Source: an optimization exercise on an open RTL-to-GDS flow (aim: small area, a short achievable clock period and few clock cycles). Production flows keep margins and buffers that such runs may drop. At most, simulation tests tie the RTL to the original design; equivalence was not proved. The RTL of runs 1 and 2 was laid out without a check of its function. Power and IR drop assume default switching activity.

--- design/flow/config.mk ---
export PLATFORM = sky130hd
export DESIGN_NAME = apb_top
export DESIGN_NICKNAME = apb_top
export VERILOG_FILES = /design/flow/design.v
export SDC_FILE = /design/flow/constraint.sdc
export NUM_CORES = 4
export LEC_CHECK = 0
export CAP_MARGIN = 20
export CORE_MARGIN = 2
export CORE_UTILIZATION = 40
export SLEW_MARGIN = 20
--- design/flow/constraint.sdc ---
create_clock -name core_clock -period 4.0 [get_ports {pclk}]
set_input_delay 0.8000 -clock core_clock [delete_from_list [all_inputs] [get_ports {pclk}]]
set_output_delay 0.8000 -clock core_clock [all_outputs]
set_load 0.01 [all_outputs]
--- design/flow/design.v ---
`timescale 1ns / 1ps
module apb_master (
    input         pclk,
    input         presetn,
    input         start,
    input         write,
    input  [31:0] addr,
    output        wr0,        
    output        wr1,        
    output reg    done,
    output reg    error
);
    wire in_map = (addr[31:13] == 19'd0) && (addr[11:4] == 8'd0);
    assign wr0 = start && write && in_map && !addr[12];
    assign wr1 = start && write && in_map &&  addr[12];
    always @(posedge pclk or negedge presetn) begin
        if (!presetn) begin
            done  <= 1'b0;
            error <= 1'b0;
        end else begin
            done  <= start;
            error <= !in_map;
        end
    end
endmodule
`timescale 1ns / 1ps
module apb_slave (
    input         pclk,
    input         presetn,
    input         we,         
    input  [1:0]  widx,
    input  [3:0]  strb,
    input  [31:0] wdata,
    input  [1:0]  ridx,
    output [31:0] rdata
);
    reg [31:0] regfile [0:3];
    reg [3:0]  valid;
    wire [31:0] mdata = wdata & {{8{strb[3]}}, {8{strb[2]}}, {8{strb[1]}}, {8{strb[0]}}};
    always @(posedge pclk or negedge presetn) begin
        if (!presetn)
            valid <= 4'b0;
        else if (we)
            valid[widx] <= 1'b1;
    end
    genvar r, b;
    generate
        for (r = 0; r < 4; r = r + 1) begin : g_reg
            for (b = 0; b < 4; b = b + 1) begin : g_byte
                always @(posedge pclk)
                    if (we && widx == r && (strb[b] || !valid[r]))
                        regfile[r][8*b +: 8] <= mdata[8*b +: 8];
            end
        end
    endgenerate
    assign rdata = valid[ridx] ? regfile[ridx] : 32'h0;
endmodule
`timescale 1ns / 1ps
module apb_top(
    input        pclk,
    input        presetn,
    input        start,
    input        write,
    input [31:0] addr,
    input [31:0] wdata,
    input [3:0]  strb,
    input [2:0]  prot,
    output [31:0] rdata,
    output        done,
    output        error
);
    wire        wr0, wr1;
    wire [31:0] rd0, rd1;
    reg  [31:0] rdata_q;
    apb_master master (
        .pclk    (pclk),
        .presetn (presetn),
        .start   (start),
        .write   (write),
        .addr    (addr),
        .wr0     (wr0),
        .wr1     (wr1),
        .done    (done),
        .error   (error)
    );
    apb_slave slave0 (
        .pclk    (pclk),
        .presetn (presetn),
        .we      (wr0),
        .widx    (addr[3:2]),
        .strb    (strb),
        .wdata   (wdata),
        .ridx    (addr[3:2]),
        .rdata   (rd0)
    );
    apb_slave slave1 (
        .pclk    (pclk),
        .presetn (presetn),
        .we      (wr1),
        .widx    (addr[3:2]),
        .strb    (strb),
        .wdata   (wdata),
        .ridx    (addr[3:2]),
        .rdata   (rd1)
    );
    always @(posedge pclk)
        rdata_q <= addr[12] ? rd1 : rd0;
    assign rdata = rdata_q;
endmodule
--- design/flow/run.sh ---
#!/bin/bash
# synth_recipe.tcl (not shown) runs the flow's synth.tcl, then flattens the netlist and writes it again
# the make line also repeats each setting of config.mk as NAME=value (left out here)
make -C /OpenROAD-flow-scripts/flow DESIGN_CONFIG=/design/flow/config.mk WORK_HOME=/design/flow/orfs CLKGATE_MAP_FILE= SYNTH_SCRIPT=/design/flow/synth_recipe.tcl finish
==> results of run 1 <==
-- logic make-up after synthesis --
kind of cell | count (synthesis)
and+or+nand+nor | 82
buffers and inverters | 81
DFF | 298
AOI/OAI and AO/OA | 72
muxes | 66
-- cell usage after synthesis --
library cell	number	share of area
sky130_fd_sc_hd__mux4_2	65	0.13
sky130_fd_sc_hd__buf_8	1	0.0013
sky130_fd_sc_hd__nor4_1	4	0.0022
sky130_fd_sc_hd__clkbuf_1	10	0.0033
sky130_fd_sc_hd__dfxtp_1	32	0.056
sky130_fd_sc_hd__buf_6	6	0.0059
sky130_fd_sc_hd__clkbuf_2	4	0.0017
sky130_fd_sc_hd__nand4_1	3	0.0016
sky130_fd_sc_hd__nand2_1	1	0.00033
sky130_fd_sc_hd__and2_1	32	0.017
sky130_fd_sc_hd__or2_2	1	0.00055
sky130_fd_sc_hd__nand3_1	32	0.014
sky130_fd_sc_hd__a2111oi_0	29	0.022
sky130_fd_sc_hd__buf_4	4	0.0026
sky130_fd_sc_hd__buf_2	12	0.0052
sky130_fd_sc_hd__o21ai_0	8	0.0035
sky130_fd_sc_hd__a2111oi_1	2	0.0017
sky130_fd_sc_hd__inv_1	44	0.014
sky130_fd_sc_hd__nand4b_1	1	0.00076
sky130_fd_sc_hd__a2111oi_2	1	0.0013
sky130_fd_sc_hd__mux4_1	1	0.0023
sky130_fd_sc_hd__nor4_2	2	0.0022
sky130_fd_sc_hd__edfxtp_1	256	0.67
sky130_fd_sc_hd__dfrtp_1	10	0.022
sky130_fd_sc_hd__nor3_1	1	0.00044
sky130_fd_sc_hd__and3b_1	1	0.00076
sky130_fd_sc_hd__o31ai_1	8	0.0052
sky130_fd_sc_hd__and3_1	1	0.00055
sky130_fd_sc_hd__o21ai_1	24	0.010
sky130_fd_sc_hd__nand2b_1	3	0.0016
-- worst reg2reg max path, cell delays in order, from the launching register on --
cell	delay [ps]
sky130_fd_sc_hd__dfrtp_1	500
sky130_fd_sc_hd__mux4_2	510
sky130_fd_sc_hd__nand2b_1	500
sky130_fd_sc_hd__buf_4	360
sky130_fd_sc_hd__o21ai_0	130
-- path summary, 6_finish.rpt --
path                            cells past startpoint             from               endpoint
worst max-delay path                                6         addr[25]  slave0.regfile[3][18]
max in group asynchronous                           1          presetn        slave1.valid[2]
worst min-delay path                                1          presetn            master.done
worst max register to register                      4  slave0.valid[3]            rdata_q[14]
worst min register to register                      2  slave0.valid[1]        slave0.valid[1]
min in group core_clock                             2  slave0.valid[1]        slave0.valid[1]
-- layout make-up --
cell class                      instances  share of cell area
Sequential cell                       298               0.601
Multi-Input combinational cell        220               0.187
Tap cell                              378              0.0331
Timing Repair Buffer                  145              0.0937
Clock inverter                         23              0.0186
Inverter                               44              0.0116
Clock buffer                           34              0.0551
-- state kept, by name, summed over array words and instances, names as in the netlist --
signal          cells
master.done         1
rdata_q            32
slave1.regfile    128
slave0.regfile    128
slave1.valid        4
slave0.valid        4
master.error        1
-- power by group --
part           switching, mW  leakage (nW)  total (mW)  internal [mW]
logic                  0.168          1.51       0.345          0.177
registers            0.00635          2.86        3.40           3.39
clock network           1.12         0.522        2.92           1.80
total                   1.30          4.89        6.67           5.37
-- layer usage --
metal | GRT usage | part of all wire | vias to the layer above
met4 | 0.0427 | 0.023 | 0
met3 | 0.0252 | 0.047 | 39
met5 | 0 | 0 | -
li1 | - | - | 2697
met1 | 0.201 | 0.42 | 3068
met2 | 0.268 | 0.51 | 158
-- metrics by stage --
| step | setup slack (ps) | std cells | utilization | power [mW] |
|---|---|---|---|---|
| global placement | 901 | 1085 | 0.472 | 3.81 |
| floorplan | 685 | 599 | - | 3.64 |
| CTS | 1490 | 1142 | 0.510 | 6.75 |
| detailed placement | 904 | 1085 | 0.472 | 3.82 |
| finish | 1510 | 1142 | 0.510 | 6.67 |
| global route | 1390 | 1142 | 0.510 | 6.90 |
==> notes.md, run 1 <==
----------------------------------------------------
[Setup path]
  Required time at the endpoint of the critical path ... 4240 ps
  Cell with the largest stage delay on the worst path ... sky130_fd_sc_hd__clkdlybuf4s50_1
  Worst-path maximum fanout ... 20
  Critical Path Source Type ... primary input
  Worst Setup End Kind ... register
  CP Cell Sequence ... clkdlybuf4s50_1 -> nor4_2 -> nand4_1 -> buf_4 -> a2111oi_2 -> buf_4
  Flop-to-flop setup slack ... 1900 ps
  Worst path buffer plus inverter count ... 3
  Crit-path max cell delay ... 430 ps
  Crit path DAT ... 2730 ps
  Most used cell, CP ... sky130_fd_sc_hd__buf_4
  Critical path class ... primary input to register
  Kind of cell adding the most delay to the critical path ... buffers and inverters

[Cells and area]
  Sequential cell area ... 8580 µm²
  Share of cells above drive strength 1 ... 0.253
  Count of filler cells inserted in the layout ... 2,289
  Total area of multi-input combinational cells ... 2680 µm²
  Number of diodes ... 0
  Most frequent cells in the layout ... sky130_fd_sc_hd__edfxtp_1 (256), sky130_fd_sc_hd__clkdlybuf4s50_1 (101), sky130_fd_sc_hd__mux4_2 (65)
  Total Nets Final ... 815
  Most common library cell in the layout ignoring fill and taps ... sky130_fd_sc_hd__edfxtp_1
  Area overhead of the layout relative to synthesis ... 24.7%
  Final standard cell area without fillers ... 14,300 µm²

[GRT]
  Global-route total usage across every layer ... 0.154
  First-pass GRT wire length ... 35.8 mm
  Total congestion overflow after global routing ... 0
  Vias in the first global route ... 6,329
  Antenna violations before repair ... 0
  Pin count of the biggest net entering global routing ... 53

[Clocking]
  Clock tree from TritonCTS ... done
  Clock Root Buffer ... sky130_fd_sc_hd__clkbuf_16
  Post-CTS setup-driven buffer insertion count ... 0
  Sinks on the clock net ... 298
  Clock-pin slew on the worst setup and hold paths ... 60 ps
  Deepest clock path buffer count ... 3
  Gates resized, CTS repair ... 0
  H-Tree Depth ... 1
  Clock Latency Late Sink ... 540 ps
  Quantity of hold-fixing buffers added after cts ... 0
  Total clock buffers created by CTS ... 31

[STA]
  F_max ... 401 MHz
  Max-slew violation count ... 0
  Final count of hold timing violations ... 0
  Hold_ws ... 605 ps
  Worst setup skew after layout ... 10.8 ps
  RSZ-0062 raised after global routing ... false
  Post-layout minimum cycle time ... 2490 ps
  Final worst path period share ... 0.623
  Rel. slew slack ... 0.441
  Slew at the pin closest to its max-slew limit ... 838 ps
  Post-route setup TNS ... 0 ps
  Setup violations, final ... 0

[Yosys]
  Simple-gate portion of the synthesized area ... 0.0425
  Dominant combinational cell family by area after synthesis ... multiplexers
  Multiplexer share of the synthesized area ... 0.130
  Total of flip-flops plus latches after synthesis ... 298
  Synthesized area per cell ... 19.1 µm²
  Count of different cell masters after synthesis ... 30
  Post-synthesis instance total ... 599
  Synthesized-area fraction occupied by adder cells ... 0
  Sequential fraction of the synthesis area ... 0.749
  Parity-gate share of the synthesized area counting xor and xnor cells ... 0
  Yosys warnings ... 4
  Share of the synthesized area in compound gates (AO/OA/AOI/OAI) ... 0.0444
  Netlist area before placement ... 11,500 µm²
  Net count of the mapped netlist ... 674

[Floorplan]
  Initial cell density of the core ... 0.409
  Core footprint ... 28,000 µm²
  IO Count ... 109
  Die extent in x ... 173 µm
  DIE HEIGHT ... 173 µm
  Num rows ... 61
  Floorplan die area ... 30,000 µm²

[Route]
  DRC violation count after routing ... 0
  WL/cell ... 20.2 µm
  Drt total wl ... 23.1 mm
  TritonRoute pass-1 iters ... 4
  Antenna viol nets, final ... 0
  Via total after detailed routing ... 5,962
  Via density per instance ... 5.22
  Starting DRT DRC Count ... 475

[Run]
  Reported max-cap violation count ... 0

[Hold path]
  Worst min path class ... primary input to asynchronous set/reset pin

[Place]
  Placed instance area ... 13,200 µm²
  Routability-driven placement congestion ratio ... 0.736
  Placed wire-length estimate after detailed placement ... 14.5 mm
  Number of input and output port buffers inserted ... 103

[Power]
  Power density over the cells ... 467 nW/µm²
  Leak ... 4.89 nW
  Peak supply drop ... 0.279 mV

[Outcome]
  Run status ... no timing/DRC/antenna violations

----------------------------------------------------
==> inputs of run 2 (changes only) <==
==> design/flow/design.v (replaced) <==
`timescale 1ns / 1ps
module apb_master (
    input         pclk,
    input         presetn,
    input         start,
    input         write,
    input  [31:0] addr,
    output        in_map,     
    output        wr0,        
    output        wr1,        
    output reg    done,
    output reg    error
);
    assign in_map = (addr[31:13] == 19'd0) && (addr[11:4] == 8'd0);
    assign wr0 = start && write && !addr[12];
    assign wr1 = start && write &&  addr[12];
    always @(posedge pclk or negedge presetn) begin
        if (!presetn) begin
            done  <= 1'b0;
            error <= 1'b0;
        end else begin
            done  <= start;
            error <= !in_map;
        end
    end
endmodule
`timescale 1ns / 1ps
module apb_slave (
    input         pclk,
    input         presetn,
    input         in_map,     
    input         we,         
    input         rsel,       
    input  [1:0]  idx,
    input  [3:0]  strb,
    input  [31:0] wdata,
    output [31:0] rdata       
);
    reg [31:0] regfile [0:3];
    reg [3:0]  valid;
    wire [31:0] mdata = wdata & {{8{strb[3]}}, {8{strb[2]}}, {8{strb[1]}}, {8{strb[0]}}};
    wire [31:0] part [0:3];
    genvar r, b;
    generate
        for (r = 0; r < 4; r = r + 1) begin : g_reg
            wire wr = we && idx == r;
            always @(posedge pclk or negedge presetn) begin
                if (!presetn)
                    valid[r] <= 1'b0;
                else if (wr && in_map)
                    valid[r] <= 1'b1;
            end
            for (b = 0; b < 4; b = b + 1) begin : g_byte
                wire pre = wr && (strb[b] || !valid[r]);
                always @(posedge pclk)
                    if (pre && in_map)
                        regfile[r][8*b +: 8] <= mdata[8*b +: 8];
            end
            wire sel = rsel && idx == r && valid[r];
            assign part[r] = {32{sel}} & regfile[r];
        end
    endgenerate
    assign rdata = part[0] | part[1] | part[2] | part[3];
endmodule
`timescale 1ns / 1ps
module apb_top(
    input        pclk,
    input        presetn,
    input        start,
    input        write,
    input [31:0] addr,
    input [31:0] wdata,
    input [3:0]  strb,
    input [2:0]  prot,
    output [31:0] rdata,
    output        done,
    output        error
);
    wire        in_map, wr0, wr1;
    wire [31:0] rd0, rd1;
    reg  [31:0] rdata_q;
    apb_master master (
        .pclk    (pclk),
        .presetn (presetn),
        .start   (start),
        .write   (write),
        .addr    (addr),
        .in_map  (in_map),
        .wr0     (wr0),
        .wr1     (wr1),
        .done    (done),
        .error   (error)
    );
    apb_slave slave0 (
        .pclk    (pclk),
        .presetn (presetn),
        .in_map  (in_map),
        .we      (wr0),
        .rsel    (!addr[12]),
        .idx     (addr[3:2]),
        .strb    (strb),
        .wdata   (wdata),
        .rdata   (rd0)
    );
    apb_slave slave1 (
        .pclk    (pclk),
        .presetn (presetn),
        .in_map  (in_map),
        .we      (wr1),
        .rsel    (addr[12]),
        .idx     (addr[3:2]),
        .strb    (strb),
        .wdata   (wdata),
        .rdata   (rd1)
    );
    always @(posedge pclk)
        rdata_q <= rd0 | rd1;
    assign rdata = rdata_q;
endmodule
==> design/flow/flow/run.sh (new file) <==
#!/bin/bash
# The standard layout (bash standard.sh), with the port buffers that
# buffer_ports inserts made of a plain buffer cell instead of the delay cell it
# picks by default. ORFS writes each step's full log under orfs/logs/; make's
# own output goes to make_finish.log here.
set -euo pipefail
bash standard.sh "BUFFER_PORTS_ARGS=-buffer_cell sky130_fd_sc_hd__buf_2" finish > make_finish.log 2>&1
==> design/flow/standard.sh (new file) <==
#!/bin/bash
# synth_recipe.tcl (not shown) runs the flow's synth.tcl, then flattens the netlist and writes it again
# the make line also repeats each setting of config.mk as NAME=value (left out here)
make -C /OpenROAD-flow-scripts/flow DESIGN_CONFIG=/design/flow/config.mk WORK_HOME=/design/flow/orfs CLKGATE_MAP_FILE= SYNTH_SCRIPT=/design/flow/synth_recipe.tcl "${@:-finish}"
--- a/design/flow/config.mk
+++ b/design/flow/config.mk
@@ -5,7 +5,12 @@
 export SDC_FILE = /design/flow/constraint.sdc
 export NUM_CORES = 4
 export LEC_CHECK = 0
+export ABC_CLOCK_PERIOD_IN_PS = 1200
 export CAP_MARGIN = 20
 export CORE_MARGIN = 2
-export CORE_UTILIZATION = 40
+export CORE_UTILIZATION = 60
+export CTS_BUF_LIST = sky130_fd_sc_hd__clkbuf_16
+export CTS_CLUSTER_DIAMETER = 60
+export CTS_CLUSTER_SIZE = 20
+export SETUP_SLACK_MARGIN = 2.0
 export SLEW_MARGIN = 20
removed: design/flow/run.sh
==> run 2 against run 1 <==
Highest routed layer unchanged. Sequential share of layout area grew 4.7 points. Non-clock buffer count grew 16. Largest power group unchanged. Cell count shrank 13%. Critical endpoint is now slave0.regfile[3][14]. Synthesized area shrank 7.2%. Still clean. Synthesized cell count grew 0.50%. Hold slack lost 430 ps.
==> notes.md, run 2 <==
----------------------------------------------------
[Place]
  Number of input and output port buffers inserted ... 103 (unchanged)
  Placed wire-length estimate after detailed placement ... 13.7 mm (-5.9%)
  Cell count after placement ... 908 (-16%)
  Placed instance area ... 11,700 µm² (-12%)
  Routability-driven placement congestion ratio ... 0.800 (+8.8%)

[Yosys]
  Total of flip-flops plus latches after synthesis ... 298 (unchanged)
  Parity-gate share of the synthesized area counting xor and xnor cells ... 0 (unchanged)
  Simple-gate portion of the synthesized area ... 0.0659 (+0.0234)
  Top-count cell post-synth ... sky130_fd_sc_hd__edfxtp_1
  Netlist area before placement ... 10,600 µm² (-7.2%)
  Main area contributors after synthesis ... sky130_fd_sc_hd__edfxtp_1 (72%), sky130_fd_sc_hd__dfxtp_1 (6.0%), sky130_fd_sc_hd__a22oi_1 (4.5%)
  Dominant register cell in the synthesized netlist ... sky130_fd_sc_hd__edfxtp_1
  Proportion of synthesized flip-flops having asynchronous set or reset ... 0.0336 (unchanged)
  Sequential fraction of the synthesis area ... 0.807 (+0.0582)
  Net count of the mapped netlist ... 677 (+0.45%)
  Post-synthesis instance total ... 602 (+0.50%)
  Biggest area consumer among synthesized cells ... sky130_fd_sc_hd__edfxtp_1
  Multiplexer share of the synthesized area ... 0 (-0.130)
  Number of enable flip-flop cells after synthesis ... 256 (unchanged)
  Yosys warnings ... 4 (unchanged)
  Synthesized-area fraction occupied by adder cells ... 0 (unchanged)
  Share of the synthesized area in compound gates (AO/OA/AOI/OAI) ... 0.113 (+0.0683)
  Top cell types by occurrence after synthesis ... sky130_fd_sc_hd__edfxtp_1 (256), sky130_fd_sc_hd__a22oi_1 (64), sky130_fd_sc_hd__nand3_1 (37)
  Count of different cell masters after synthesis ... 34 (+13%)
  Synthesized area per cell ... 17.7 µm² (-7.7%)
  Fraction of synthesized cell area taken by the top area cell type ... 0.723 (+0.0522)
  Dominant combinational cell family by area after synthesis ... compound AO/OA/AOI/OAI gates

[Cells and area]
  Layout Cells excl Fill ... 988 (-13%)
  Core utilization of the finished layout ... 0.766 (+0.256)
  Share of cells above drive strength 1 ... 0.327 (+0.0742)
  Count of filler cells inserted in the layout ... 973 (-57%)
  Total area of multi-input combinational cells ... 2470 µm² (-7.9%)
  Most common library cell in the layout ignoring fill and taps ... sky130_fd_sc_hd__edfxtp_1
  Total Nets Final ... 825 (+1.2%)
  Most frequent cells in the layout ... sky130_fd_sc_hd__edfxtp_1 (256), sky130_fd_sc_hd__buf_2 (100), sky130_fd_sc_hd__a22oi_1 (64)
  Area overhead of the layout relative to synthesis ... 24.5% (about the same)
  Largest registers ... slave0.regfile: 128 flops, slave1.regfile: 128 flops, rdata_q: 32 flops
  Final standard cell area without fillers ... 13,200 µm² (-7.3%)
  Sequential cell area ... 8580 µm² (about the same)

[STA]
  Rel. slew slack ... 0.520 (+0.0792)
  F_max ... 425 MHz (+5.9%)
  Worst setup skew after layout ... 9.23 ps (-1.53 ps)
  Post-layout minimum cycle time ... 2350 ps (-139 ps)
  Setup violations, final ... 0 (unchanged)
  Final count of hold timing violations ... 0 (unchanged)
  RSZ-0062 raised after global routing ... true
  Max-slew violation count ... 0 (unchanged)
  Final worst path period share ... 0.588 (-0.0347)
  Slew at the pin closest to its max-slew limit ... 719 ps (-120 ps)
  Post-route setup TNS ... 0 ps (unchanged)

[Route]
  Via density per instance ... 6.40 (+23%)
  Drt total wl ... 25.3 mm (+9.5%)
  Via total after detailed routing ... 6,323 (+6.1%)
  WL/cell ... 25.6 µm (+27%)
  DRC violation count after routing ... 0 (unchanged)
  Antenna viol nets, final ... 0 (unchanged)
  TritonRoute pass-1 iters ... 5 (+1)
  Starting DRT DRC Count ... 687 (+45%)

[Outcome]
  Run status ... no timing/DRC/antenna violations

[Floorplan]
  Core footprint ... 17,300 µm² (-38%)
  IO Count ... 109 (unchanged)
  Num rows ... 48 (-21%)
  Die extent in x ... 137 µm (-21%)
  Floorplan die area ... 18,800 µm² (-37%)
  DIE HEIGHT ... 137 µm (-21%)
  Initial cell density of the core ... 0.615 (+0.206)

[Setup path]
  Cell with the largest stage delay on the worst path ... sky130_fd_sc_hd__or4_4
  CP Cell Sequence ... buf_6 -> or4_4 -> buf_4 -> nor4_4 -> buf_6 -> nand4_4 -> a21oi_4 -> buf_12
  Critical path class ... primary input to register
  Flop-to-flop setup slack ... 2070 ps (+170 ps)
  Required time at the endpoint of the critical path ... 4210 ps (-30 ps)
  Worst Setup End Kind ... register
  Critical Path Source Type ... primary input
  Crit-path max cell delay ... 560 ps (+130 ps)
  Most used cell, CP ... sky130_fd_sc_hd__buf_6
  Worst-path maximum fanout ... 8 (-60%)
  Crit path DAT ... 2560 ps (-170 ps)

[GRT]
  Total congestion overflow after global routing ... 0 (unchanged)
  Vias in the first global route ... 6,537 (+3.3%)
  Global-route total usage across every layer ... 0.275 (+0.121)
  First-pass GRT wire length ... 37.4 mm (+4.6%)
  Pin count of the biggest net entering global routing ... 33 (-38%)
  Antenna violations before repair ... 2 (+2)

[Power]
  Leak ... 4.34 nW (-11%)
  Peak supply drop ... 0.356 mV (+28%)
  Power density over the cells ... 398 nW/µm² (-15%)
  Overall power after layout ... 5.27 mW (-21%)

[Clocking]
  Clock Latency Late Sink ... 500 ps (-40 ps)
  Clock Root Buffer ... sky130_fd_sc_hd__clkbuf_16
  Quantity of hold-fixing buffers added after cts ... 0 (unchanged)
  Total clock buffers created by CTS ... 18 (-42%)
  Deepest clock path buffer count ... 3 (unchanged)
  Clock tree from TritonCTS ... done
  Sinks on the clock net ... 298 (unchanged)
  H-Tree Depth ... 1 (unchanged)
  Clock-pin slew on the worst setup and hold paths ... 80 ps (+20 ps)

[Run]
  Reported max-cap violation count ... 0 (unchanged)

[Hold path]
  Worst min path class ... primary input to asynchronous set/reset pin

----------------------------------------------------
==> run 2: repair_timing <==
action	CTS	global route
hold endpoints to repair	0	0
resized for setup	59	7
buffers inserted	45	2
pin swaps	5	1
setup endpoints to repair	279	275
==> run 2: path summary, 6_finish.rpt <==
path	cells after the start	end	startpoint
min	1	slave1.valid[0]	presetn
max reg2reg	4	rdata_q[9]	slave0.valid[1]
min in group core_clock	1	master.done	start
max	8	slave0.regfile[3][14]	addr[8]
min reg2reg	2	rdata_q[24]	slave1.regfile[0][24]
max in group asynchronous	1	slave1.valid[1]	presetn
==> run 2: cell families (layout without fill, tap and decap cells) <==
logic type | after synthesis | count (layout)
other | 0 | 1
DFF | 298 | 298
buffers and inverters | 37 | 197
and+or+nand+nor | 107 | 107
AOI/OAI and AO/OA | 160 | 160
==> run 2: layout make-up <==
class / instances / share of cell area
inverters: 4 / 0.00113
flip-flops and latches: 298 / 0.648
repair buffers: 161 / 0.104
clock buffers: 19 / 0.0359
well taps: 225 / 0.0213
multi-input cells: 267 / 0.186
diodes: 1 / 0.000189
clock inverters: 13 / 0.00369
==> run 2: power breakdown <==
group / total, mW / internal, mW / switching (mW)
clock: 1.79 / 0.861 / 0.929
sequential: 3.36 / 3.36 / 0.000138
combinational: 0.118 / 0.0406 / 0.0773
total: 5.27 / 4.27 / 1.01
==> run 2: metal layers <==
metal / GRT usage / routed length, µm / share of wire / vias to the layer above
li1: - / - / - / 2762
met1: 0.360 / 9970 / 0.39 / 3210
met5: 0 / 0 / 0 / -
met4: 0.0968 / 538 / 0.021 / 0
met3: 0.0419 / 1840 / 0.073 / 43
met2: 0.471 / 13000 / 0.51 / 308
==> run 2: critical path, delay by kind of cell <==
family,cells,cell delay [ps]
compound gates,1,230
buf+inv,4,600
simple gates,3,930
==> run 2: metrics by stage <==
| step | setup WS (ps) | hold slack, ps |
|---|---|---|
| 2_1_floorplan | 1340 | 442 |
| 3_3_place_gp | 736 | 448 |
| 3_5_place_dp | 703 | 452 |
| 4_1_cts | 1730 | 174 |
| 5_1_grt | 1620 | 170 |
| 6_report | 1650 | 174 |
==> inputs of run 3 (changes only) <==
==> design/flow/design.v (replaced) <==
`timescale 1ns / 1ps
module apb_master (
    input         pclk,
    input         presetn,
    input         start,
    input         write,
    input  [31:0] addr,
    output        wr0,        
    output        wr1,        
    output reg    done,
    output reg    error
);
    wire in_map = (addr[31:13] == 19'd0) && (addr[11:4] == 8'd0);
    assign wr0 = start && write && in_map && !addr[12];
    assign wr1 = start && write && in_map &&  addr[12];
    always @(posedge pclk or negedge presetn) begin
        if (!presetn) begin
            done  <= 1'b0;
            error <= 1'b0;
        end else begin
            done  <= start;
            error <= !in_map;
        end
    end
endmodule
`timescale 1ns / 1ps
module apb_slave (
    input         pclk,
    input         presetn,
    input         we,         
    input         rsel,       
    input  [1:0]  idx,
    input  [3:0]  strb,
    input  [31:0] wdata,
    output [31:0] rdata       
);
    reg [31:0] regfile [0:3];
    reg [3:0]  valid;
    always @(posedge pclk or negedge presetn) begin
        if (!presetn)
            valid <= 4'b0;
        else if (we)
            valid[idx] <= 1'b1;
    end
    wire [31:0] part [0:3];
    genvar r, b;
    generate
        for (r = 0; r < 4; r = r + 1) begin : g_reg
            wire wr = we && idx == r;
            for (b = 0; b < 4; b = b + 1) begin : g_byte
                wire keep = !(wr && (strb[b] || !valid[r]));
                wire load = wr && strb[b];
                always @(posedge pclk)
                    regfile[r][8*b +: 8] <= (regfile[r][8*b +: 8] & {8{keep}})
                                          | (wdata[8*b +: 8] & {8{load}});
            end
            wire sel = rsel && idx == r && valid[r];
            assign part[r] = {32{sel}} & regfile[r];
        end
    endgenerate
    assign rdata = part[0] | part[1] | part[2] | part[3];
endmodule
`timescale 1ns / 1ps
module apb_top(
    input        pclk,
    input        presetn,
    input        start,
    input        write,
    input [31:0] addr,
    input [31:0] wdata,
    input [3:0]  strb,
    input [2:0]  prot,
    output [31:0] rdata,
    output        done,
    output        error
);
    wire        wr0, wr1;
    wire [31:0] rd0, rd1;
    reg  [31:0] rdata_q;
    apb_master master (
        .pclk    (pclk),
        .presetn (presetn),
        .start   (start),
        .write   (write),
        .addr    (addr),
        .wr0     (wr0),
        .wr1     (wr1),
        .done    (done),
        .error   (error)
    );
    apb_slave slave0 (
        .pclk    (pclk),
        .presetn (presetn),
        .we      (wr0),
        .rsel    (!addr[12]),
        .idx     (addr[3:2]),
        .strb    (strb),
        .wdata   (wdata),
        .rdata   (rd0)
    );
    apb_slave slave1 (
        .pclk    (pclk),
        .presetn (presetn),
        .we      (wr1),
        .rsel    (addr[12]),
        .idx     (addr[3:2]),
        .strb    (strb),
        .wdata   (wdata),
        .rdata   (rd1)
    );
    always @(posedge pclk)
        rdata_q <= rd0 | rd1;
    assign rdata = rdata_q;
endmodule
--- a/design/flow/config.mk
+++ b/design/flow/config.mk
@@ -12,5 +12,5 @@
 export CTS_BUF_LIST = sky130_fd_sc_hd__clkbuf_16
 export CTS_CLUSTER_DIAMETER = 60
 export CTS_CLUSTER_SIZE = 20
-export SETUP_SLACK_MARGIN = 2.0
+export SETUP_SLACK_MARGIN = 1.7
 export SLEW_MARGIN = 20
==> run 3 against run 2 <==
Register-to-register slack improved by 450 ps. Design area fell by 4.9%. Critical path depth fell by 3. First-iteration DRC count rose by 25%. Flip-flop and latch count did not move. Largest cell class unchanged.
==> notes.md, run 3 <==
----------------------------------------------------
[Outcome]
  Run status ... no timing/DRC/antenna violations

[Setup path]
  Launch instance of the worst register-to-register path ... slave1.valid[0]
  Required time at the endpoint of the critical path ... 4370 ps (+160 ps)
  Worst setup path startpoint ... addr[25]
  Crit path DAT ... 2660 ps (+100 ps)
  Critical path class ... primary input to register
  Critical Path Source Type ... primary input
  Worst Setup End Kind ... register
  Worst-path maximum fanout ... 10 (+2)

[Route]
  Via total after detailed routing ... 8,834 (+40%)
  WL/cell ... 27.8 µm (+8.7%)
  Drt total wl ... 34.3 mm (+36%)
  Via density per instance ... 7.16 (+12%)
  DRC violation count after routing ... 0 (unchanged)
  TritonRoute pass-1 iters ... 5 (unchanged)
  Antenna viol nets, final ... 0 (unchanged)
  Starting DRT DRC Count ... 862 (+25%)

[Cells and area]
  Total Nets Final ... 1,072 (+30%)
  Most common library cell in the layout ignoring fill and taps ... sky130_fd_sc_hd__dfxtp_1
  Area overhead of the layout relative to synthesis ... 13.2%
  Largest registers ... slave0.regfile: 128 flops, slave1.regfile: 128 flops, rdata_q: 32 flops
  Final standard cell area without fillers ... 12,600 µm² (-4.9%)
  Count of filler cells inserted in the layout ... 1,327 (+36%)
  Total area of multi-input combinational cells ... 4820 µm² (+95%)
  Most frequent cells in the layout ... sky130_fd_sc_hd__dfxtp_1 (288), sky130_fd_sc_hd__o2bb2ai_1 (256), sky130_fd_sc_hd__a22oi_1 (128)
  Sequential cell area ... 6020 µm² (-30%)
  Number of diodes ... 0 (-1)
  Share of cells above drive strength 1 ... 0.233 (-0.0937)

[Clocking]
  Clock tree from TritonCTS ... done
  Clock-pin slew on the worst setup and hold paths ... 80 ps (about the same)
  Sinks on the clock net ... 298 (unchanged)
  Total clock buffers created by CTS ... 20 (+2)
  H-Tree Depth ... 1 (unchanged)
  Deepest clock path buffer count ... 3 (unchanged)
  Clock Root Buffer ... sky130_fd_sc_hd__clkbuf_16
  Quantity of hold-fixing buffers added after cts ... 0 (unchanged)
  Clock Latency Late Sink ... 520 ps (+20 ps)

[Hold path]
  Worst min path class ... primary input to asynchronous set/reset pin

[STA]
  Post-layout minimum cycle time ... 2280 ps (-70.2 ps)
  RSZ-0062 raised after global routing ... true
  F_max ... 438 MHz (+3.1%)
  Worst setup skew after layout ... 24.0 ps (+14.7 ps)
  Setup violations, final ... 0 (unchanged)
  Slew at the pin closest to its max-slew limit ... 665 ps (-53.2 ps)
  Rel. slew slack ... 0.556 (+0.0360)
  Max-slew violation count ... 0 (unchanged)
  Post-route setup TNS ... 0 ps (unchanged)
  Final worst path period share ... 0.570 (-0.0176)
  Final count of hold timing violations ... 0 (unchanged)

[GRT]
  First-pass GRT wire length ... 52.9 mm (+41%)
  Vias in the first global route ... 9,025 (+38%)
  Global-route total usage across every layer ... 0.345 (+0.0701)
  Total congestion overflow after global routing ... 0 (unchanged)
  Pin count of the biggest net entering global routing ... 22 (-33%)
  Antenna violations before repair ... 0 (-2)

[Floorplan]
  Core footprint ... 18,100 µm² (+4.6%)
  Initial cell density of the core ... 0.615 (+0.000699)
  Floorplan die area ... 19,700 µm² (+4.5%)
  DIE HEIGHT ... 140 µm (+2.2%)
  Num rows ... 49 (+2.1%)
  IO Count ... 109 (unchanged)
  Die extent in x ... 140 µm (+2.2%)

[Power]
  Leak ... 4.18 nW (-3.6%)
  Peak supply drop ... 0.338 mV (-5.0%)
  Power density over the cells ... 415 nW/µm² (+4.2%)

[Yosys]
  Total of flip-flops plus latches after synthesis ... 298 (unchanged)
  Proportion of synthesized flip-flops having asynchronous set or reset ... 0.0336 (unchanged)
  Synthesized area per cell ... 12.4 µm² (-30%)
  Main area contributors after synthesis ... sky130_fd_sc_hd__dfxtp_1 (52%), sky130_fd_sc_hd__o2bb2ai_1 (20%), sky130_fd_sc_hd__a22oi_1 (8.6%)
  Net count of the mapped netlist ... 976 (+44%)
  Netlist area before placement ... 11,100 µm² (+4.7%)
  Yosys warnings ... 4 (unchanged)
  Number of enable flip-flop cells after synthesis ... 0 (-100%)
  Post-synthesis instance total ... 901 (+50%)
  Count of different cell masters after synthesis ... 31 (-8.8%)
  Top-count cell post-synth ... sky130_fd_sc_hd__dfxtp_1
  Biggest area consumer among synthesized cells ... sky130_fd_sc_hd__dfxtp_1
  Top cell types by occurrence after synthesis ... sky130_fd_sc_hd__dfxtp_1 (288), sky130_fd_sc_hd__o2bb2ai_1 (256), sky130_fd_sc_hd__a22oi_1 (128), sky130_fd_sc_hd__nand2_1 (40), sky130_fd_sc_hd__clkbuf_1 (36)
  Fraction of synthesized cell area taken by the top area cell type ... 0.518 (-0.205)
  Dominant register cell in the synthesized netlist ... sky130_fd_sc_hd__dfxtp_1
  Sequential fraction of the synthesis area ... 0.540 (-0.266)

[Place]
  Placed instance area ... 11,800 µm² (+1.3%)
  Number of input and output port buffers inserted ... 103 (unchanged)
  Placed wire-length estimate after detailed placement ... 19.9 mm (+46%)
  Routability-driven placement congestion ratio ... 0.854 (+6.7%)

[Run]
  Reported max-cap violation count ... 0 (unchanged)

----------------------------------------------------
==> run 3: cell types whose count changed in the layout (fill, tap and decap cells not counted), moves of 32 or more <==
cell / previous run / this run
sky130_fd_sc_hd__nand3_1: 34 / 1
sky130_fd_sc_hd__nand2_1: 2 / 40
sky130_fd_sc_hd__edfxtp_1: 256 / 0
sky130_fd_sc_hd__a22oi_1: 64 / 128
sky130_fd_sc_hd__a21oi_4: 32 / 0
sky130_fd_sc_hd__dfxtp_1: 32 / 288
sky130_fd_sc_hd__nand4_1: 1 / 33
sky130_fd_sc_hd__o2bb2ai_1: 0 / 256
==> run 3: worst max-delay path, cell delays in order <==
cell                        delay (ps)
sky130_fd_sc_hd__buf_2             110
sky130_fd_sc_hd__nor4_4            420
sky130_fd_sc_hd__and4_2            700
sky130_fd_sc_hd__o2111ai_4         370
sky130_fd_sc_hd__o2bb2ai_1         230
==> run 3: layout make-up <==
| class | count | share of cell area |
|---|---|---|
| tap | 229 | 0.0227 |
| inverter | 8 | 0.00238 |
| sequential | 298 | 0.478 |
| clock buffer | 21 | 0.0417 |
| multi-input combinational | 524 | 0.383 |
| timing repair buffer | 145 | 0.0659 |
| clock inverter | 8 | 0.00695 |
==> run 3: cells by family (layout without fill, tap and decap cells) <==
kind of cell | Yosys count | count (layout) | share of synthesized area
AO/OA/AOI/OAI | 416 | 416 | 0.360
buffers and inverters | 82 | 182 | 0.0417
flip-flops | 298 | 298 | 0.540
AND/OR/NAND/NOR | 105 | 108 | 0.0576
==> run 3: power by group <==
group,internal [mW],switching [mW],leakage (nW)
combinational,0.0516,0.159,1.47
clock,1.03,1.02,0.303
sequential,2.96,0.0000869,2.41
==> run 3: path summary, 6_finish.rpt <==
check                                              to  slack (ps)  cells past startpoint
worst max-delay path            slave0.regfile[0][22]        1720                      5
max in group asynchronous             slave1.valid[2]        3620                      1
worst max register to register            rdata_q[21]        2520                      5
worst min-delay path                  slave1.valid[0]         150                      1
worst min register to register  slave0.regfile[1][15]         470                      1
min in group core_clock                   master.done         420                      1
==> run 3: metal layers <==
metal / wire, µm / GRT usage
met4: 927 / 0.115
met2: 15700 / 0.540
met1: 14400 / 0.490
met5: 0 / 0
met3: 3280 / 0.0568
==> run 3: repair_timing <==
item	in CTS	in global routing
gates cloned	3	0
gates resized for setup	10	6
pin swaps	2	0
buffers inserted	2	0
setup endpoints to repair	206	247
==> run 3: through the flow <==
| stage | cells | util | hold slack [ps] | power, mW | worst slack (ps) |
|---|---|---|---|---|---|
| 6_report | 1233 | 0.697 | 152 | 5.23 | 1720 |
| 5_1_grt | 1233 | 0.697 | 158 | 5.36 | 1690 |
| 2_1_floorplan | 901 | - | 433 | 3.14 | 1820 |
| 3_3_place_gp | 1199 | 0.654 | 445 | 3.22 | 1020 |
| 4_1_cts | 1233 | 0.695 | 149 | 5.22 | 1610 |
| 3_5_place_dp | 1199 | 0.654 | 447 | 3.23 | 949 |
Testbench counts of run 3, summed over its fixed seeds: cycles 3,200.
==> inputs of run 4 (changes only) <==
--- a/design/flow/config.mk
+++ b/design/flow/config.mk
@@ -12,5 +12,5 @@
 export CTS_BUF_LIST = sky130_fd_sc_hd__clkbuf_16
 export CTS_CLUSTER_DIAMETER = 60
 export CTS_CLUSTER_SIZE = 20
-export SETUP_SLACK_MARGIN = 1.7
+export SETUP_SLACK_MARGIN = 2.2
 export SLEW_MARGIN = 20
==> run 4 against run 3 <==
Flip-flop and latch count did not move. Largest power group unchanged. Utilization grew 9.7 points. Via count rose by 6.1%. Still clean on timing, DRC and antenna. Clock skew is 3.3 ps lower. Largest cell class unchanged. Worst setup slack better by 270 ps. Critical endpoint is now slave0.regfile[0][17]. Register-to-register slack lost 80 ps.
==> notes.md, run 4 <==
----------------------------------------------------
[Power]
  Power density over the cells ... 353 nW/µm² (-15%)
  Leak ... 4.67 nW (+12%)
  Peak supply drop ... 0.316 mV (-6.7%)
  Overall power after layout ... 5.07 mW (-2.9%)

[Run]
  Reported max-cap violation count ... 0 (unchanged)

[GRT]
  Total congestion overflow after global routing ... 0 (unchanged)
  Pin count of the biggest net entering global routing ... 33 (+50%)
  Antenna violations before repair ... 0 (unchanged)
  Vias in the first global route ... 9,412 (+4.3%)
  Global-route total usage across every layer ... 0.355 (+0.0100)
  First-pass GRT wire length ... 54.7 mm (+3.4%)

[Yosys]
  Biggest area consumer among synthesized cells ... sky130_fd_sc_hd__dfxtp_1
  Number of enable flip-flop cells after synthesis ... 0 (unchanged)
  Proportion of synthesized flip-flops having asynchronous set or reset ... 0.0336 (unchanged)
  Post-synthesis instance total ... 901 (unchanged)
  Sequential fraction of the synthesis area ... 0.540 (unchanged)
  Synthesized area per cell ... 12.4 µm² (unchanged)
  Total of flip-flops plus latches after synthesis ... 298 (unchanged)
  Net count of the mapped netlist ... 976 (unchanged)
  Dominant register cell in the synthesized netlist ... sky130_fd_sc_hd__dfxtp_1
  Yosys warnings ... 4 (unchanged)
  Top-count cell post-synth ... sky130_fd_sc_hd__dfxtp_1
  Fraction of synthesized cell area taken by the top area cell type ... 0.518 (unchanged)
  Main area contributors after synthesis ... sky130_fd_sc_hd__dfxtp_1 (52%), sky130_fd_sc_hd__o2bb2ai_1 (20%), sky130_fd_sc_hd__a22oi_1 (8.6%)
  Netlist area before placement ... 11,100 µm² (unchanged)
  Count of different cell masters after synthesis ... 31 (unchanged)
  Top cell types by occurrence after synthesis ... sky130_fd_sc_hd__dfxtp_1 (288), sky130_fd_sc_hd__o2bb2ai_1 (256), sky130_fd_sc_hd__a22oi_1 (128), sky130_fd_sc_hd__nand2_1 (40), sky130_fd_sc_hd__clkbuf_1 (36)

[Setup path]
  Cell with the largest stage delay on the worst path ... sky130_fd_sc_hd__and4_4
  Reg2Reg Depth ... 5 (unchanged)
  Most used cell, CP ... sky130_fd_sc_hd__buf_12
  Worst path buffer plus inverter count ... 3 (+2)
  Crit path DAT ... 2390 ps (-270 ps)
  Launch instance of the worst register-to-register path ... slave0.valid[0]
  Critical register-to-register path endpoint ... rdata_q[20]
  Critical path class ... primary input to register
  Kind of cell adding the most delay to the critical path ... simple AND/OR/NAND/NOR gates
  Worst setup path startpoint ... addr[31]
  Crit-path max cell delay ... 370 ps (-330 ps)
  Worst Setup End Kind ... register
  CP Cell Sequence ... buf_6 -> nor4_4 -> and4_4 -> buf_12 -> buf_12 -> o2111ai_4 -> o2bb2ai_1
  Required time at the endpoint of the critical path ... 4380 ps (about the same)
  Critical Path Source Type ... primary input
  Flop-to-flop setup slack ... 2440 ps (-80 ps)
  Worst-path maximum fanout ... 8 (-2)

[Route]
  Via total after detailed routing ... 9,377 (+6.1%)
  DRC violation count after routing ... 0 (unchanged)
  Drt total wl ... 37.5 mm (+9.3%)
  TritonRoute pass-1 iters ... 8 (+3)
  Antenna viol nets, final ... 0 (unchanged)
  Via density per instance ... 7.37 (+2.8%)
  WL/cell ... 29.5 µm (+5.8%)
  Starting DRT DRC Count ... 944 (+9.5%)

[Clocking]
  Deepest clock path buffer count ... 3 (unchanged)
  Clock tree from TritonCTS ... done
  Clock Root Buffer ... sky130_fd_sc_hd__clkbuf_16
  Total clock buffers created by CTS ... 19 (-5.0%)
  Sinks on the clock net ... 298 (unchanged)
  Clock Latency Late Sink ... 510 ps (about the same)
  Quantity of hold-fixing buffers added after cts ... 0 (unchanged)
  Clock-pin slew on the worst setup and hold paths ... 90 ps (about the same)
  H-Tree Depth ... 1 (unchanged)

[STA]
  RSZ-0062 raised after global routing ... true
  F_max ... 498 MHz (+14%)
  Slew at the pin closest to its max-slew limit ... 649 ps (-16.5 ps)
  Worst setup skew after layout ... 20.7 ps (-3.27 ps)
  Max-slew violation count ... 0 (unchanged)
  Final Worst Setup Slack ... 1990 ps (+275 ps)
  Post-route setup TNS ... 0 ps (unchanged)
  Rel. slew slack ... 0.567 (+0.0110)
  Post-layout minimum cycle time ... 2010 ps (-275 ps)
  Final count of hold timing violations ... 0 (unchanged)
  Setup violations, final ... 0 (unchanged)
  Final worst path period share ... 0.502 (-0.0687)

[Hold path]
  Worst min path class ... primary input to asynchronous set/reset pin

[Cells and area]
  Largest registers ... slave0.regfile: 128 flops, slave1.regfile: 128 flops, rdata_q: 32 flops
  Layout Cells excl Fill ... 1,273 (+3.2%)
  Total Nets Final ... 1,112 (+3.7%)
  Share of cells above drive strength 1 ... 0.394 (+0.161)
  Core utilization of the finished layout ... 0.793 (+0.0969)
  Most common library cell in the layout ignoring fill and taps ... sky130_fd_sc_hd__dfxtp_1
  Area overhead of the layout relative to synthesis ... 28.9%
  Number of diodes ... 0 (unchanged)
  Most frequent cells in the layout ... sky130_fd_sc_hd__dfxtp_1 (288), sky130_fd_sc_hd__o2bb2ai_2 (128), sky130_fd_sc_hd__a22oi_1 (127)
  Sequential cell area ... 6020 µm² (unchanged)
  Total area of multi-input combinational cells ... 5790 µm² (+20%)
  Count of filler cells inserted in the layout ... 1,037 (-22%)

[Floorplan]
  IO Count ... 109 (unchanged)
  Num rows ... 49 (unchanged)
  Core footprint ... 18,100 µm² (unchanged)
  DIE HEIGHT ... 140 µm (unchanged)
  Floorplan die area ... 19,700 µm² (unchanged)
  Die extent in x ... 140 µm (unchanged)
  Initial cell density of the core ... 0.615 (unchanged)

[Place]
  Cell count after placement ... 1,198 (-0.083%)
  Number of input and output port buffers inserted ... 103 (unchanged)
  Setup slack at placement ... 979 ps (+29.8 ps)
  Routability-driven placement congestion ratio ... 0.871 (+1.9%)
  Placed wire-length estimate after detailed placement ... 19.7 mm (-1.1%)

[Outcome]
  Run status ... no timing/DRC/antenna violations

----------------------------------------------------
## run 4: cell families (layout without fill, tap and decap cells)
family	count (synthesis)	in the layout	synth area share
flops	298	298	0.540
simple gates	105	108	0.0576
compound gates	416	416	0.360
buf+inv	82	222	0.0417
## run 4: where the power goes
| group | internal (mW) | total [mW] | switching, mW |
|---|---|---|---|
| logic | 0.0699 | 0.246 | 0.176 |
| clock network | 0.866 | 1.86 | 0.994 |
| registers | 2.97 | 2.97 | 0.000120 |
## run 4: timing repair
item,CTS,global route
pin swaps,41,44
gates cloned,7,5
gates resized for setup,114,140
buffers inserted,27,8
endpoints found under the setup margin,299,297
## run 4: worst max-delay path by stage
stage / end / slack, ps / depth (start not counted)
floorplan: slave1.regfile[3][15] / 1880 / 6
global placement: slave1.regfile[3][7] / 1010 / 6
detailed placement: slave0.regfile[3][9] / 980 / 6
CTS: slave0.regfile[1][3] / 2090 / 7
global route: slave0.regfile[0][23] / 1960 / 7
finish: slave0.regfile[0][17] / 1990 / 7
## run 4: per-stage QoR
stage	hold slack, ps	instance area, µm²
after floorplan	432	11200
after global placement	444	11800
after detailed placement	447	11800
after CTS	144	13300
after global routing	150	14400
final	140	14400
## run 4: area by class of cell
class | instances | share of cell area
sequential | 298 | 0.419
multi-input combinational | 524 | 0.404
timing repair buffer | 186 | 0.119
clock buffer | 19 | 0.0331
tap | 229 | 0.0200
clock inverter | 9 | 0.00296
inverter | 8 | 0.00209
## run 4: metal layers
layer | part of all wire | wire (µm) | GRT usage
met1 | 0.38 | 14300 | 0.452
met5 | 0 | 0 | 0
met4 | 0.045 | 1690 | 0.158
met3 | 0.097 | 3630 | 0.0646
met2 | 0.48 | 17900 | 0.592
==> inputs of run 5 (changes only) <==
==> design/flow/config.mk (replaced) <==
export PLATFORM = sky130hd
export DESIGN_NAME = apb_top
export DESIGN_NICKNAME = apb_top
export VERILOG_FILES = /design/flow/design.v
export SDC_FILE = /design/flow/constraint.sdc
export NUM_CORES = 4
export LEC_CHECK = 0
export ABC_CLOCK_PERIOD_IN_PS = 400
export CAP_MARGIN = 20
export CORE_MARGIN = 2
export CORE_UTILIZATION = 60
export CTS_BUF_LIST = sky130_fd_sc_hd__clkbuf_16
export CTS_CLUSTER_DIAMETER = 60
export CTS_CLUSTER_SIZE = 20
export SETUP_SLACK_MARGIN = 2.0
export SLEW_MARGIN = 20
==> run 5 against run 4 <==
Global-route usage is 2.0 points lower. Utilization is 7.9 points lower. Clock power is 4% higher. Worst setup slack better by 12 ps. Non-clock buffer count is 18 lower. Maximum frequency is 0.62% higher. Still clean. Flip-flop and latch count stayed put. Highest routed layer unchanged. Synthesized area stayed put. Sequential share of layout area is 4.6 points higher. Critical path type unchanged.
==> notes.md, run 5 <==
----------------------------------------------------
[Outcome]
  Run status ... no timing/DRC/antenna violations

[Yosys]
  Dominant register cell in the synthesized netlist ... sky130_fd_sc_hd__dfxtp_1
  Count of different cell masters after synthesis ... 31 (unchanged)
  Multiplexer share of the synthesized area ... 0 (unchanged)
  Share of the synthesized area in compound gates (AO/OA/AOI/OAI) ... 0.360 (unchanged)
  Synthesized-area fraction occupied by adder cells ... 0 (unchanged)
  Main area contributors after synthesis ... sky130_fd_sc_hd__dfxtp_1 (52%), sky130_fd_sc_hd__o2bb2ai_1 (20%), sky130_fd_sc_hd__a22oi_1 (8.6%)
  Parity-gate share of the synthesized area counting xor and xnor cells ... 0 (unchanged)
  Synthesized area per cell ... 12.4 µm² (unchanged)
  Sequential fraction of the synthesis area ... 0.540 (unchanged)
  Netlist area before placement ... 11,100 µm² (unchanged)
  Simple-gate portion of the synthesized area ... 0.0576 (unchanged)
  Top-count cell post-synth ... sky130_fd_sc_hd__dfxtp_1
  Biggest area consumer among synthesized cells ... sky130_fd_sc_hd__dfxtp_1
  Dominant combinational cell family by area after synthesis ... compound AO/OA/AOI/OAI gates
  Fraction of synthesized cell area taken by the top area cell type ... 0.518 (unchanged)
  Yosys warnings ... 4 (unchanged)
  Number of enable flip-flop cells after synthesis ... 0 (unchanged)
  Post-synthesis instance total ... 901 (unchanged)
  Proportion of synthesized flip-flops having asynchronous set or reset ... 0.0336 (unchanged)
  Net count of the mapped netlist ... 976 (unchanged)
  Top cell types by occurrence after synthesis ... sky130_fd_sc_hd__dfxtp_1 (288), sky130_fd_sc_hd__o2bb2ai_1 (256), sky130_fd_sc_hd__a22oi_1 (128), sky130_fd_sc_hd__nand2_1 (40), sky130_fd_sc_hd__clkbuf_1 (36)
  Total of flip-flops plus latches after synthesis ... 298 (unchanged)

[GRT]
  Pin count of the biggest net entering global routing ... 28 (-15%)
  Vias in the first global route ... 9,051 (-3.8%)
  Antenna violations before repair ... 0 (unchanged)
  Total congestion overflow after global routing ... 0 (unchanged)
  Global-route total usage across every layer ... 0.335 (-0.0203)
  First-pass GRT wire length ... 51.7 mm (-5.5%)

[Clocking]
  Clock-pin slew on the worst setup and hold paths ... 80 ps (about the same)
  Deepest clock path buffer count ... 3 (unchanged)
  Clock Root Buffer ... sky130_fd_sc_hd__clkbuf_16
  Clock Latency Late Sink ... 510 ps (about the same)
  H-Tree Depth ... 1 (unchanged)
  Total clock buffers created by CTS ... 19 (unchanged)
  Sinks on the clock net ... 298 (unchanged)
  Clock tree from TritonCTS ... done

[STA]
  Post-route setup TNS ... 0 ps (unchanged)
  Final count of hold timing violations ... 0 (unchanged)
  Final worst path period share ... 0.499 (-0.00307)
  Max-slew violation count ... 0 (unchanged)
  Post-layout minimum cycle time ... 1990 ps (-12.3 ps)
  Slew at the pin closest to its max-slew limit ... 629 ps (-19.9 ps)
  F_max ... 501 MHz (+0.62%)
  Rel. slew slack ... 0.581 (+0.0133)
  Worst setup skew after layout ... 10.9 ps (-9.82 ps)
  RSZ-0062 raised after global routing ... true
  Setup violations, final ... 0 (unchanged)

[Setup path]
  Reg2Reg Depth ... 5 (unchanged)
  Required time at the endpoint of the critical path ... 4380 ps (about the same)
  Critical register-to-register path endpoint ... rdata_q[5]
  Flop-to-flop setup slack ... 2510 ps (+70 ps)
  Worst Setup End Kind ... register
  Worst-path maximum fanout ... 8 (unchanged)
  Crit path DAT ... 2380 ps (about the same)
  Critical path class ... primary input to register
  Launch instance of the worst register-to-register path ... slave0.valid[2]
  Critical Path Source Type ... primary input

[Cells and area]
  Count of filler cells inserted in the layout ... 1,233 (+19%)
  Most frequent cells in the layout ... sky130_fd_sc_hd__dfxtp_1 (288), sky130_fd_sc_hd__o2bb2ai_1 (247), sky130_fd_sc_hd__a22oi_1 (128)
  Largest registers ... slave0.regfile: 128 flops, slave1.regfile: 128 flops, rdata_q: 32 flops
  Share of cells above drive strength 1 ... 0.256 (-0.137)
  Final standard cell area without fillers ... 12,900 µm² (-9.9%)
  Number of diodes ... 0 (unchanged)
  Total Nets Final ... 1,092 (-1.8%)
  Core utilization of the finished layout ... 0.715 (-0.0787)
  Most common library cell in the layout ignoring fill and taps ... sky130_fd_sc_hd__dfxtp_1
  Layout Cells excl Fill ... 1,251 (-1.7%)
  Area overhead of the layout relative to synthesis ... 16.2%

[Place]
  Placed instance area ... 11,800 µm² (-0.15%)
  Routability-driven placement congestion ratio ... 0.841 (-3.4%)
  Placed wire-length estimate after detailed placement ... 19.6 mm (-0.60%)
  Number of input and output port buffers inserted ... 103 (unchanged)
  Cell count after placement ... 1,194 (-0.33%)

[Route]
  WL/cell ... 27.2 µm (-7.6%)
  TritonRoute pass-1 iters ... 6 (-2)
  Antenna viol nets, final ... 0 (unchanged)
  Via total after detailed routing ... 8,937 (-4.7%)
  Via density per instance ... 7.14 (-3.0%)
  Starting DRT DRC Count ... 776 (-18%)
  Drt total wl ... 34.1 mm (-9.2%)
  DRC violation count after routing ... 0 (unchanged)

[Hold path]
  Worst min path class ... primary input to asynchronous set/reset pin

[Power]
  Leak ... 4.32 nW (-7.5%)
  Power density over the cells ... 395 nW/µm² (+12%)
  Peak supply drop ... 0.366 mV (+16%)
  Overall power after layout ... 5.10 mW (+0.64%)

[Run]
  Reported max-cap violation count ... 0 (unchanged)

[Floorplan]
  IO Count ... 109 (unchanged)
  Num rows ... 49 (unchanged)
  Core footprint ... 18,100 µm² (unchanged)
  Floorplan die area ... 19,700 µm² (unchanged)
  Die extent in x ... 140 µm (unchanged)
  DIE HEIGHT ... 140 µm (unchanged)
  Initial cell density of the core ... 0.615 (unchanged)

----------------------------------------------------
-- run 5: cell families after synthesis --
group | count (synthesis)
DFF | 298
and+or+nand+nor | 105
buffers and inverters | 82
AOI/OAI and AO/OA | 416
-- run 5: timing repair --
| item | 4_1_cts | 5_1_grt |
|---|---|---|
| resized for setup | 34 | 19 |
| pin swaps | 6 | 9 |
| hold buffers | 0 | 0 |
| endpoints found under the setup margin | 286 | 170 |
| buffers inserted | 17 | 11 |
| hold endpoints to repair | 0 | 0 |
| gates cloned | 1 | 2 |
-- run 5: worst max-delay path by stage --
stage / depth (start not counted) / start / end
floorplan: 6 / addr[25] / slave1.regfile[3][15]
global placement: 6 / addr[23] / slave0.regfile[3][15]
detailed placement: 6 / addr[23] / slave0.regfile[3][15]
CTS: 7 / addr[11] / slave0.regfile[1][26]
global route: 8 / addr[14] / slave0.regfile[3][24]
finish: 6 / addr[30] / slave1.regfile[0][11]
-- run 5: layout make-up --
| cell class | instances | area, µm² | area share |
|---|---|---|---|
| well taps | 229 | 287 | 0.0222 |
| clock buffers | 19 | 475 | 0.0368 |
| multi-input cells | 522 | 4900 | 0.379 |
| inverters | 8 | 30.0 | 0.00232 |
| repair buffers | 168 | 1150 | 0.0891 |
| clock inverters | 7 | 65.1 | 0.00503 |
| flip-flops and latches | 298 | 6020 | 0.465 |
-- run 5: power by group --
part	switching (mW)	total, mW	internal, mW
clock network	0.997	1.93	0.930
registers	0.0000794	2.97	2.96
logic	0.158	0.212	0.0536
-- run 5: critical path, stage by stage --
cell,delay [ps]
sky130_fd_sc_hd__buf_2,110
sky130_fd_sc_hd__nor4_4,300
sky130_fd_sc_hd__and4_4,400
sky130_fd_sc_hd__buf_6,240
sky130_fd_sc_hd__o2111ai_4,290
sky130_fd_sc_hd__o2bb2ai_1,220
-- run 5: layer usage --
metal,up-vias,track usage,routed length [µm],share of wire
met5,-,0,0,0
met4,0,0.126,1070,0.031
met3,103,0.0465,2790,0.082
met2,493,0.538,15900,0.47
met1,4454,0.463,14300,0.42
li1,3887,-,-,-
-- run 5: metrics by stage --
stage / hold slack, ps / setup slack (ps)
after detailed placement: 447 / 824
after global routing: 172 / 1970
after CTS: 161 / 2010
after floorplan: 432 / 1880
final: 171 / 2010
after global placement: 444 / 903
==> inputs of run 6 (changes only) <==
--- a/design/flow/config.mk
+++ b/design/flow/config.mk
@@ -5,7 +5,7 @@
 export SDC_FILE = /design/flow/constraint.sdc
 export NUM_CORES = 4
 export LEC_CHECK = 0
-export ABC_CLOCK_PERIOD_IN_PS = 400
+export ABC_CLOCK_PERIOD_IN_PS = 1200
 export CAP_MARGIN = 20
 export CORE_MARGIN = 2
 export CORE_UTILIZATION = 60
==> run 6 against run 5 <==
Still clean. Synthesized area unchanged. Die area did not move. Sequential power hardly changed. Via count is the same. Maximum frequency did not move. Clock-buffer cell count stayed put. Clock power is essentially flat. Synthesized cell count unchanged.
==> notes.md, run 6 <==
----------------------------------------------------
[Power]
  Clk pwr share ... 0.378 (about the same)
  Internal Dissipation ... 3.95 mW (unchanged)
  Switching share of total power ... 0.226 (unchanged)
  Leak ... 4.32 nW (unchanged)
  Seq pwr share ... 0.581 (about the same)
  Peak supply drop ... 0.366 mV (unchanged)
  Power density over the cells ... 395 nW/µm² (unchanged)
  Overall power after layout ... 5.10 mW (unchanged)
  Sw Pwr ... 1.16 mW (unchanged)
  Comb pwr share ... 0.042 (about the same)

[Floorplan]
  IO Count ... 109 (unchanged)
  Initial cell density of the core ... 0.615 (unchanged)
  Core footprint ... 18,100 µm² (unchanged)
  DIE HEIGHT ... 140 µm (unchanged)
  Floorplan die area ... 19,700 µm² (unchanged)
  Die extent in x ... 140 µm (unchanged)
  Num rows ... 49 (unchanged)

[Yosys]
  Biggest area consumer among synthesized cells ... sky130_fd_sc_hd__dfxtp_1
  Proportion of synthesized flip-flops having asynchronous set or reset ... 0.0336 (unchanged)
  Net count of the mapped netlist ... 976 (unchanged)
  Dominant register cell in the synthesized netlist ... sky130_fd_sc_hd__dfxtp_1
  Count of different cell masters after synthesis ... 31 (unchanged)
  Top-count cell post-synth ... sky130_fd_sc_hd__dfxtp_1
  Post-synthesis instance total ... 901 (unchanged)
  Main area contributors after synthesis ... sky130_fd_sc_hd__dfxtp_1 (52%), sky130_fd_sc_hd__o2bb2ai_1 (20%), sky130_fd_sc_hd__a22oi_1 (8.6%)
  Synthesized area per cell ... 12.4 µm² (unchanged)
  Fraction of synthesized cell area taken by the top area cell type ... 0.518 (unchanged)
  Total of flip-flops plus latches after synthesis ... 298 (unchanged)
  Number of enable flip-flop cells after synthesis ... 0 (unchanged)
  Yosys warnings ... 4 (unchanged)
  Sequential fraction of the synthesis area ... 0.540 (unchanged)
  Netlist area before placement ... 11,100 µm² (unchanged)
  Top cell types by occurrence after synthesis ... sky130_fd_sc_hd__dfxtp_1 (288), sky130_fd_sc_hd__o2bb2ai_1 (256), sky130_fd_sc_hd__a22oi_1 (128), sky130_fd_sc_hd__nand2_1 (40), sky130_fd_sc_hd__clkbuf_1 (36)

[Setup path]
  Required time at the endpoint of the critical path ... 4380 ps (about the same)
  Kind of cell adding the most delay to the critical path ... simple AND/OR/NAND/NOR gates
  Cell with the largest stage delay on the worst path ... sky130_fd_sc_hd__and4_4
  Critical Path Source Type ... primary input
  Critical path class ... primary input to register
  Worst path buffer plus inverter count ... 2 (unchanged)
  Crit path DAT ... 2380 ps (about the same)
  Worst-path maximum fanout ... 8 (unchanged)
  CP Cell Sequence ... buf_2 -> nor4_4 -> and4_4 -> buf_6 -> o2111ai_4 -> o2bb2ai_1
  Worst Setup End Kind ... register
  Crit-path max cell delay ... 400 ps (about the same)

[STA]
  Post-layout minimum cycle time ... 1990 ps (unchanged)
  Rel. slew slack ... 0.581 (unchanged)
  Hold_ws ... 171 ps (unchanged)
  RSZ-0062 raised after global routing ... true
  F_max ... 501 MHz (unchanged)
  Post-route setup TNS ... 0 ps (unchanged)
  Worst setup skew after layout ... 10.9 ps (unchanged)
  Final count of hold timing violations ... 0 (unchanged)
  Final worst path period share ... 0.499 (unchanged)
  Slew at the pin closest to its max-slew limit ... 629 ps (unchanged)
  Max-slew violation count ... 0 (unchanged)
  Setup violations, final ... 0 (unchanged)

[Route]
  Drt total wl ... 34.1 mm (unchanged)
  Via density per instance ... 7.14 (unchanged)
  Starting DRT DRC Count ... 776 (unchanged)
  WL/cell ... 27.2 µm (unchanged)
  Via total after detailed routing ... 8,937 (unchanged)
  Antenna viol nets, final ... 0 (unchanged)
  DRC violation count after routing ... 0 (unchanged)
  TritonRoute pass-1 iters ... 6 (unchanged)

[GRT]
  Antenna violations before repair ... 0 (unchanged)
  Vias in the first global route ... 9,051 (unchanged)
  First-pass GRT wire length ... 51.7 mm (unchanged)
  Global-route total usage across every layer ... 0.335 (unchanged)
  Total congestion overflow after global routing ... 0 (unchanged)
  Pin count of the biggest net entering global routing ... 28 (unchanged)

[Cells and area]
  Layout Cells excl Fill ... 1,251 (unchanged)
  Count of filler cells inserted in the layout ... 1,233 (unchanged)
  Most common library cell in the layout ignoring fill and taps ... sky130_fd_sc_hd__dfxtp_1
  Share of cells above drive strength 1 ... 0.256 (unchanged)
  Number of diodes ... 0 (unchanged)
  Largest registers ... slave0.regfile: 128 flops, slave1.regfile: 128 flops, rdata_q: 32 flops
  Area overhead of the layout relative to synthesis ... 16.2% (unchanged)
  Most frequent cells in the layout ... sky130_fd_sc_hd__dfxtp_1 (288), sky130_fd_sc_hd__o2bb2ai_1 (247), sky130_fd_sc_hd__a22oi_1 (128)
  Sequential cell area ... 6020 µm² (unchanged)
  Total Nets Final ... 1,092 (unchanged)
  Final standard cell area without fillers ... 12,900 µm² (unchanged)
  Total area of multi-input combinational cells ... 4900 µm² (unchanged)

[Clocking]
  Clock Root Buffer ... sky130_fd_sc_hd__clkbuf_16
  H-Tree Depth ... 1 (unchanged)
  Deepest clock path buffer count ... 3 (unchanged)
  Clock-pin slew on the worst setup and hold paths ... 80 ps (about the same)
  Clock Latency Late Sink ... 510 ps (about the same)
  Sinks on the clock net ... 298 (unchanged)
  Total clock buffers created by CTS ... 19 (unchanged)
  Clock tree from TritonCTS ... done

[Outcome]
  Run status ... no timing/DRC/antenna violations

[Hold path]
  Worst min path class ... primary input to asynchronous set/reset pin

[Place]
  Placed instance area ... 11,800 µm² (unchanged)
  Routability-driven placement congestion ratio ... 0.841 (unchanged)
  Number of input and output port buffers inserted ... 103 (unchanged)
  Cell count after placement ... 1,194 (unchanged)
  Placed wire-length estimate after detailed placement ... 19.6 mm (unchanged)

[Run]
  Reported max-cap violation count ... 0 (unchanged)

----------------------------------------------------
==> run 6: cell counts in the layout (fill, tap and decap cells not counted) <==
Identical to the previous run, type by type.
==> run 6: timing repair <==
item / in CTS / in global routing
buffers inserted: 17 / 11
resized for setup: 34 / 19
setup endpoints to repair: 286 / 170
gates cloned: 1 / 2
hold buffers: 0 / 0
pin swaps: 6 / 9
==> run 6: power groups by stage <==
stage	Clock [mW]	Combinational, mW	Sequential [mW]
6_report	1.93	0.212	2.97
5_1_grt	2.04	0.221	2.97
4_1_cts	1.92	0.204	2.96
3_5_place_dp	0	0.192	3.04
3_3_place_gp	0	0.185	3.04
2_1_floorplan	0	0.101	3.04
==> run 6: logic make-up (layout without fill, tap and decap cells) <==
kind of cell / Yosys count / after routing / share of synthesized area
buffers and inverters: 82 / 202 / 0.0417
AOI/OAI and AO/OA: 416 / 416 / 0.360
DFF: 298 / 298 / 0.540
and+or+nand+nor: 105 / 106 / 0.0576
==> run 6: area by class of cell <==
| class | instances | share of cell area |
|---|---|---|
| timing repair buffer | 168 | 0.0891 |
| clock inverter | 7 | 0.00503 |
| inverter | 8 | 0.00232 |
| multi-input combinational | 522 | 0.379 |
| clock buffer | 19 | 0.0368 |
| sequential | 298 | 0.465 |
| tap | 229 | 0.0222 |
==> run 6: final timing paths <==
check	startpoint	to	slack [ps]	cells past startpoint
max	addr[30]	slave1.regfile[0][11]	2010	6
min	presetn	master.done	170	1
max reg2reg	slave0.valid[2]	rdata_q[5]	2510	5
min reg2reg	slave1.regfile[2][11]	slave1.regfile[2][11]	470	1
max in group asynchronous	presetn	slave1.valid[1]	3600	1
min in group core_clock	start	master.done	420	1
==> run 6: per-stage QoR <==
| step | utilization | setup slack, ps |
|---|---|---|
| 2_1_floorplan | - | 1880 |
| 3_5_place_dp | 0.653 | 824 |
| 3_3_place_gp | 0.653 | 903 |
| 6_report | 0.715 | 2010 |
| 5_1_grt | 0.715 | 1970 |
| 4_1_cts | 0.701 | 2010 |
==> run 6: per-layer routing <==
metal / part of all wire / up-vias / GRT usage
met3: 0.082 / 103 / 0.0465
li1: - / 3887 / -
met2: 0.47 / 493 / 0.538
met5: 0 / - / 0
met1: 0.42 / 4454 / 0.463
met4: 0.031 / 0 / 0.126

==> static timing again, ports no longer ideal <==
In the flow no input, the clock included, has a driving cell. The finished layouts below were timed again as built, in two steps. Step 1 assumes that a clkbuf_16 drives the clock port and a buf_2 every other input. Step 2, shift: input delay + t, output delay - t, t = (earliest + latest rising clock arrival at the registers) / 2. This alone moves slack from input paths to output paths. Slacks: no drivers / after step 1 / after step 2; pairs: no drivers / after step 1.
| run | t (ns) | setup WS [ns] | latest minus earliest clock arrival (ns) | slew at the worst register clock pin (ns) | worst slew at a driven data input, ns |
|---|---|---|---|---|---|
| run 1 | 0.579 | 1.509 / 1.526 / 0.947 | 0.016 / 0.016 | 0.06 / 0.06 | 0.04 |
| run 2 | 0.542 | 1.648 / 1.663 / 1.121 | 0.012 / 0.012 | 0.09 / 0.09 | 0.05 |
| run 3 | 0.547 | 1.718 / 1.737 / 1.190 | 0.026 / 0.026 | 0.08 / 0.08 | 0.05 |
| run 4 | 0.550 | 1.993 / 2.005 / 1.455 | 0.022 / 0.022 | 0.09 / 0.09 | 0.06 |
| run 5 | 0.544 | 2.005 / 2.025 / 1.482 | 0.015 / 0.015 | 0.09 / 0.09 | 0.04 |
| run 6 | 0.544 | 2.005 / 2.025 / 1.482 | 0.015 / 0.015 | 0.09 / 0.09 | 0.04 |
After both steps setup and hold are still met in every run listed. The setup slack of run 1, which loses most, moves by +0.017 ns with the drivers and by -0.562 ns with both steps.
